From an optimization exercise on the open Yosys and OpenROAD flow, aimed at small area; shortcuts taken in it are not production practice. The RTL was checked by simulation tests, not by an equivalence proof against the original design. The clock input has no modelled driver; a real chip could not lean on it and would need a root buffer or a full tree. No activity file was given, so power comes from the tool's default toggle rates.

cedar:
==> flow/design.v <==
`timescale 1ns / 100ps
module HBRIDGE (
    input        PCLK,
    input        WR,
    input        HOLD,
    input  [1:0] WDATA,
    output reg [1:0] HBRIDGE_CMD
);
always @(posedge PCLK)
    HBRIDGE_CMD <= ({2{WR}} & WDATA) | ({2{HOLD}} & HBRIDGE_CMD);
endmodule
`timescale 1ns / 100ps
module PWM #(
    parameter [31:0] DEFAULT_PERIOD_CC = 32'd5000,
    parameter [31:0] DEFAULT_PULSE_WIDTH_CC = 32'd2500
)
(
    input         PCLK,
    input         PRESERN,
    input         WR_PERIOD,     
    input         HOLD_PERIOD,   
    input         WR_WIDTH,
    input         HOLD_WIDTH,
    input  [31:0] PWDATA,
    output [31:0] PERIOD,
    output [31:0] WIDTH,
    output        PWM_OUT
);
localparam [31:0] PX = 32'hFFFFFFFF;
localparam [31:0] WX = 32'hFFFFFFFF;
localparam [31:0] CX = 32'h00000000;
reg [31:0] P_S, W_S, C_S;
assign PERIOD = P_S ^ PX;
assign WIDTH  = W_S ^ WX;
wire [31:0] COUNT = C_S ^ CX;
always @(posedge PCLK) begin
    P_S <= (({32{WR_PERIOD}} & PWDATA) | ({32{HOLD_PERIOD}} & PERIOD)
         | ({32{~WR_PERIOD & ~HOLD_PERIOD}} & DEFAULT_PERIOD_CC)) ^ PX;
    W_S <= (({32{WR_WIDTH}} & PWDATA) | ({32{HOLD_WIDTH}} & WIDTH)
         | ({32{~WR_WIDTH & ~HOLD_WIDTH}} & DEFAULT_PULSE_WIDTH_CC)) ^ WX;
end
wire CLR = ~PRESERN | (COUNT == PERIOD);
wire [32:0] K;                   
assign K[0] = 1'b1;
genvar i;
generate for (i = 0; i < 32; i = i + 1) begin : g_cnt
    assign K[i+1] = K[i] & COUNT[i];
end endgenerate
always @(posedge PCLK)
    C_S <= ({32{~CLR}} & (COUNT ^ K[31:0])) ^ CX;
wire [32:0] L;
assign L[0] = 1'b0;
generate for (i = 0; i < 32; i = i + 1) begin : g_lt
    assign L[i+1] = (COUNT[i] ^ WIDTH[i]) ? WIDTH[i] : L[i];
end endgenerate
assign PWM_OUT = L[32];
endmodule
`timescale 1ns / 100ps
module MOTOR (
    input  [31:0] PADDR,
    input         PCLK,
    input         PENABLE,
    input         PRESERN,
    input         PSEL,
    input  [31:0] PWDATA,
    input         PWRITE,
    output [1:0]  HBRIDGE_CMD,
    output [31:0] PRDATA,
    output        PREADY,
    output        PSLVERR,
    output        PWM_OUT
);
assign PREADY = 1'b1;
assign PSLVERR = 1'b0;
wire HI_ZERO = (PADDR[15:4] == 12'd0) & (PADDR[1:0] == 2'd0);
wire SEL_CMD = HI_ZERO & (PADDR[3:2] == 2'd0);
wire SEL_PER = HI_ZERO & (PADDR[3:2] == 2'd2);
wire SEL_WID = HI_ZERO & (PADDR[3:2] == 2'd3);
wire WE       = PSEL & PENABLE & PWRITE & PRESERN;
wire WR_CMD   = WE & SEL_CMD;
wire WR_PER   = WE & SEL_PER;
wire WR_WID   = WE & SEL_WID;
wire HOLD_CMD = PRESERN & ~WR_CMD;
wire HOLD_PER = PRESERN & ~WR_PER;
wire HOLD_WID = PRESERN & ~WR_WID;
wire [31:0] PERIOD, WIDTH;
HBRIDGE HBRIDGE_0 (
    .PCLK(PCLK), .WR(WR_CMD), .HOLD(HOLD_CMD), .WDATA(PWDATA[1:0]),
    .HBRIDGE_CMD(HBRIDGE_CMD));
PWM PWM_0 (
    .PCLK(PCLK), .PRESERN(PRESERN),
    .WR_PERIOD(WR_PER), .HOLD_PERIOD(HOLD_PER),
    .WR_WIDTH(WR_WID), .HOLD_WIDTH(HOLD_WID),
    .PWDATA(PWDATA),
    .PERIOD(PERIOD), .WIDTH(WIDTH),
    .PWM_OUT(PWM_OUT));
assign PRDATA = ({32{SEL_PER}} & PERIOD) | ({32{SEL_WID}} & WIDTH);
endmodule
==> flow/config.mk <==
export PLATFORM = sky130hd
export DESIGN_NAME = MOTOR
export DESIGN_NICKNAME = MOTOR
export VERILOG_FILES = /design/flow/design.v
export SDC_FILE = /design/flow/constraint.sdc
export NUM_CORES = 4
export LEC_CHECK = 0
export CAP_MARGIN = 0
export CORE_MARGIN = 2
export CORE_UTILIZATION = 70
export GPL_TIMING_DRIVEN = 0
export SLEW_MARGIN = 0
==> flow/constraint.sdc <==
create_clock -name core_clock -period 8.0 [get_ports {PCLK}]
set_input_delay 1.6000 -clock core_clock [delete_from_list [all_inputs] [get_ports {PCLK}]]
set_output_delay 1.6000 -clock core_clock [all_outputs]
set_load 0.01 [all_outputs]
standard.sh (not shown) runs the stock make flow with config.mk's settings and CLKGATE_MAP_FILE= SYNTH_SCRIPT=/design/flow/synth_recipe.tcl, a recipe that flattens the netlist after the stock synthesis.
==> flow/flow/run.sh <==
#!/bin/bash
# Own layout flow: the standard layout (standard.sh) with
#  - synthesis whose abc step maps for area (flow/synth.tcl, flow/area.abc),
#    and without the adder mapping step;
#  - port buffers of the smallest buffer cell;
#  - a clock tree of four clock buffers fed by the clock port, each driving
#    the flip-flops nearest to it (flow/clock.tcl, run by ORFS's cts step).
# Each step's full output goes to a log file in the work folder.
set -euo pipefail
W=$PWD
VARS=(
  "SYNTH_SCRIPT=$W/flow/synth.tcl"
  "ADDER_MAP_FILE="
  "BUFFER_PORTS_ARGS=-buffer_cell sky130_fd_sc_hd__buf_1"
  "PRE_CTS_TCL=$W/flow/clock.tcl"
)
bash standard.sh "${VARS[@]}" synth > $W/synth.log 2>&1
bash standard.sh "${VARS[@]}" finish > $W/layout.log 2>&1
==> flow/flow/clock.tcl <==
# Clock distribution without a clock tree synthesis run: the flip-flops are
# split into groups by place (k-means on their locations), and each group's
# clock pins are driven by one clock buffer placed at the group's centroid.
# The clock port feeds only these buffers.
proc my_clock_buffers { master_name ngroups } {
  set db [ord::get_db]
  set block [ord::get_db_block]
  set master [$db findMaster $master_name]
  set port_net [$block findNet PCLK]
  $port_net setSigType CLOCK
  set pins {}
  foreach it [$port_net getITerms] {
    set box [[$it getInst] getBBox]
    lappend pins [list $it [expr {([$box xMin] + [$box xMax]) / 2.0}] [expr {([$box yMin] + [$box yMax]) / 2.0}]]
  }
  set pins [lsort -real -index 1 $pins]
  set n [llength $pins]
  # start from groups of the pins sorted by x
  set cx {}; set cy {}
  for {set g 0} {$g < $ngroups} {incr g} {
    set p [lindex $pins [expr {int(($g + 0.5) * $n / $ngroups)}]]
    lappend cx [lindex $p 1]; lappend cy [lindex $p 2]
  }
  for {set iter 0} {$iter < 50} {incr iter} {
    set sx [lrepeat $ngroups 0.0]; set sy [lrepeat $ngroups 0.0]; set cnt [lrepeat $ngroups 0]
    set assign {}
    foreach p $pins {
      set best 0; set bd 1e30
      for {set g 0} {$g < $ngroups} {incr g} {
        set d [expr {abs([lindex $p 1] - [lindex $cx $g]) + abs([lindex $p 2] - [lindex $cy $g])}]
        if {$d < $bd} { set bd $d; set best $g }
      }
      lappend assign $best
      lset sx $best [expr {[lindex $sx $best] + [lindex $p 1]}]
      lset sy $best [expr {[lindex $sy $best] + [lindex $p 2]}]
      lset cnt $best [expr {[lindex $cnt $best] + 1}]
    }
    for {set g 0} {$g < $ngroups} {incr g} {
      if {[lindex $cnt $g] > 0} {
        lset cx $g [expr {[lindex $sx $g] / [lindex $cnt $g]}]
        lset cy $g [expr {[lindex $sy $g] / [lindex $cnt $g]}]
      }
    }
  }
  for {set g 0} {$g < $ngroups} {incr g} {
    if {[lindex $cnt $g] == 0} { continue }
    set net [odb::dbNet_create $block clknet_${g}_PCLK]
    $net setSigType CLOCK
    set inst [odb::dbInst_create $block $master clkbuf_${g}_PCLK]
    [$inst findITerm A] connect $port_net
    [$inst findITerm X] connect $net
    $inst setLocation [expr {int([lindex $cx $g])}] [expr {int([lindex $cy $g])}]
    $inst setPlacementStatus PLACED
    set k 0
    foreach p $pins a $assign {
      if {$a == $g} { set it [lindex $p 0]; $it disconnect; $it connect $net; incr k }
    }
    puts "clock buffer clkbuf_${g}_PCLK ($master_name) drives $k flip-flops"
  }
}

# cts.tcl sources this file (PRE_CTS_TCL) just before it builds the clock
# tree; the tree is built here instead: four clock buffers, each driving the
# clock pins of the flip-flops nearest to it.
proc clock_tree_synthesis { args } {
  my_clock_buffers sky130_fd_sc_hd__clkbuf_16 4
}
Other scripts of this flow, unchanged in this note and not shown: flow/flow/area.abc, flow/flow/synth.tcl
The flow did not stop early for cedar: all stages ran, and the layout cleared the timing, design-rule and antenna checks.
[inputs] sierra vs cedar
Settings: swapping 70 for 75 in CORE_UTILIZATION; clearing GPL_TIMING_DRIVEN, which used to be 0.
diff --git a/flow/flow/run.sh b/flow/flow/run.sh
--- a/flow/flow/run.sh
+++ b/flow/flow/run.sh
@@ -4,5 +4,5 @@
 #    and without the adder mapping step;
 #  - port buffers of the smallest buffer cell;
-#  - a clock tree of four clock buffers fed by the clock port, each driving
+#  - a clock tree of four buffers fed by the clock port, each driving
 #    the flip-flops nearest to it (flow/clock.tcl, run by ORFS's cts step).
 # Each step's full output goes to a log file in the work folder.
diff --git a/flow/flow/clock.tcl b/flow/flow/clock.tcl
--- a/flow/flow/clock.tcl
+++ b/flow/flow/clock.tcl
@@ -61,7 +61,7 @@
 
 # cts.tcl sources this file (PRE_CTS_TCL) just before it builds the clock
-# tree; the tree is built here instead: four clock buffers, each driving the
+# tree; the tree is built here instead: four buffers, each driving the
 # clock pins of the flip-flops nearest to it.
 proc clock_tree_synthesis { args } {
-  my_clock_buffers sky130_fd_sc_hd__clkbuf_16 4
+  my_clock_buffers sky130_fd_sc_hd__buf_12 4
 }
==> run summary <==
- Standard cell area after detailed placement, sierra and cedar: larger value in cedar
- Die size: sierra is under cedar
- Against cedar, slack of the worst reg-to-reg path in sierra came out worse.
- The final critical path time including I/O delays and setup of sierra is higher than that of cedar.
- Diff cedar..sierra | hold slack | negligible
- As far as cell count after synthesis goes, sierra and cedar are indistinguishable; the numbers are identical.
- Summary of sierra over cedar: number of placed instances with taps included decreased by 6 relative to the old numbers, wire length per cell after detailed routing increased by 0.63 um relative to the old numbers, pin slew with the least headroom to its limit increased by 40 ps relative to the old numbers, clock network fraction of total power decreased by 1.1 points relative to the old numbers.
- Share of total power in combinational logic was lower in the run labelled sierra.
> inputs changed (sierra -> amber)
Settings: SLEW_MARGIN: 0 -> 20; CAP_MARGIN: 0 -> 20; CORE_UTILIZATION: 75 -> 70.
Notes after the runs:
- amber — final cell count 3 higher, sierra as reference
- amber and sierra ended up with nearly the same power dissipated in the clock network.
- Share of cells above drive strength 1 in amber vs sierra: up 0.18 points
- Comparing sierra with amber, the power came out essentially unchanged.
- amber against sierra: later-pin clock latency in the skew report held, flop and latch count out of synthesis held, wire length went down 510 um.
Input-level comparison between lagoon and amber:
Settings: changing CORE_UTILIZATION from 70 to 80.
diff --git a/flow/flow/run.sh b/flow/flow/run.sh
--- a/flow/flow/run.sh
+++ b/flow/flow/run.sh
@@ -4,5 +4,5 @@
 #    and without the adder mapping step;
 #  - port buffers of the smallest buffer cell;
-#  - a clock tree of four buffers fed by the clock port, each driving
+#  - a clock tree of four clock buffers fed by the clock port, each driving
 #    the flip-flops nearest to it (flow/clock.tcl, run by ORFS's cts step).
 # Each step's full output goes to a log file in the work folder.
diff --git a/flow/flow/clock.tcl b/flow/flow/clock.tcl
--- a/flow/flow/clock.tcl
+++ b/flow/flow/clock.tcl
@@ -61,7 +61,7 @@
 
 # cts.tcl sources this file (PRE_CTS_TCL) just before it builds the clock
-# tree; the tree is built here instead: four buffers, each driving the
+# tree; the tree is built here instead: four clock buffers, each driving the
 # clock pins of the flip-flops nearest to it.
 proc clock_tree_synthesis { args } {
-  my_clock_buffers sky130_fd_sc_hd__buf_12 4
+  my_clock_buffers sky130_fd_sc_hd__clkbuf_16 4
 }
--- outcome ---
Synthesized netlist cell count came out exactly the same in lagoon and amber. Per the comparison of lagoon with amber, number of distinct library cells after synthesis held steady, XOR/XNOR share of the synthesized area held steady, number of placement rows shrank by about 7%, net count after synthesis held steady. Boundary pin count: amber vs lagoon identical. Reported for lagoon and amber, mean post-synth cell area turned out identical to the last digit. Relative to amber, die width has gone down in lagoon. From amber to lagoon the numbers moved as follows: vertical die dimension decreased 4.8 um; starting utilization of the core area higher. Share of the synthesized area in compound gates (AO/OA/AOI/OAI) across lagoon and amber: no real change. FAIL lagoon @ global placement: tool exited with error.
The clock cells of cedar, sierra and amber come from the design's own scripts or RTL, not from TritonCTS.

-- port drivers added, routing unchanged --
The flow's constraints put no driver on any port. The routed layouts listed below were extracted and timed again, unchanged, in two steps.
Step 1 sets driving cells, clkbuf_16 on the clock port and buf_2 on the other inputs (assumed; they add their load-dependent delay and slew).
Step 2 also shifts input and output timing later by t, the mid clock arrival at the registers, as if the neighbouring blocks saw the same clock.
a / b / c = ideal / step 1 / step 2; a / b = the first two.
| run | t (ns) | setup WS [ns] | hold slack, ns | pins driven straight from the clock port |
|---|---|---|---|---|
| cedar | 0.229 | 2.349 / 2.274 / 2.483 | 0.489 / 0.489 / 0.489 | 4 |
| sierra | 0.214 | 2.215 / 2.131 / 2.345 | 0.492 / 0.492 / 0.492 | 4 |
| amber | 0.213 | 2.303 / 2.222 / 2.435 | 0.504 / 0.504 / 0.504 | 4 |
After both steps setup and hold are still met in every run listed.
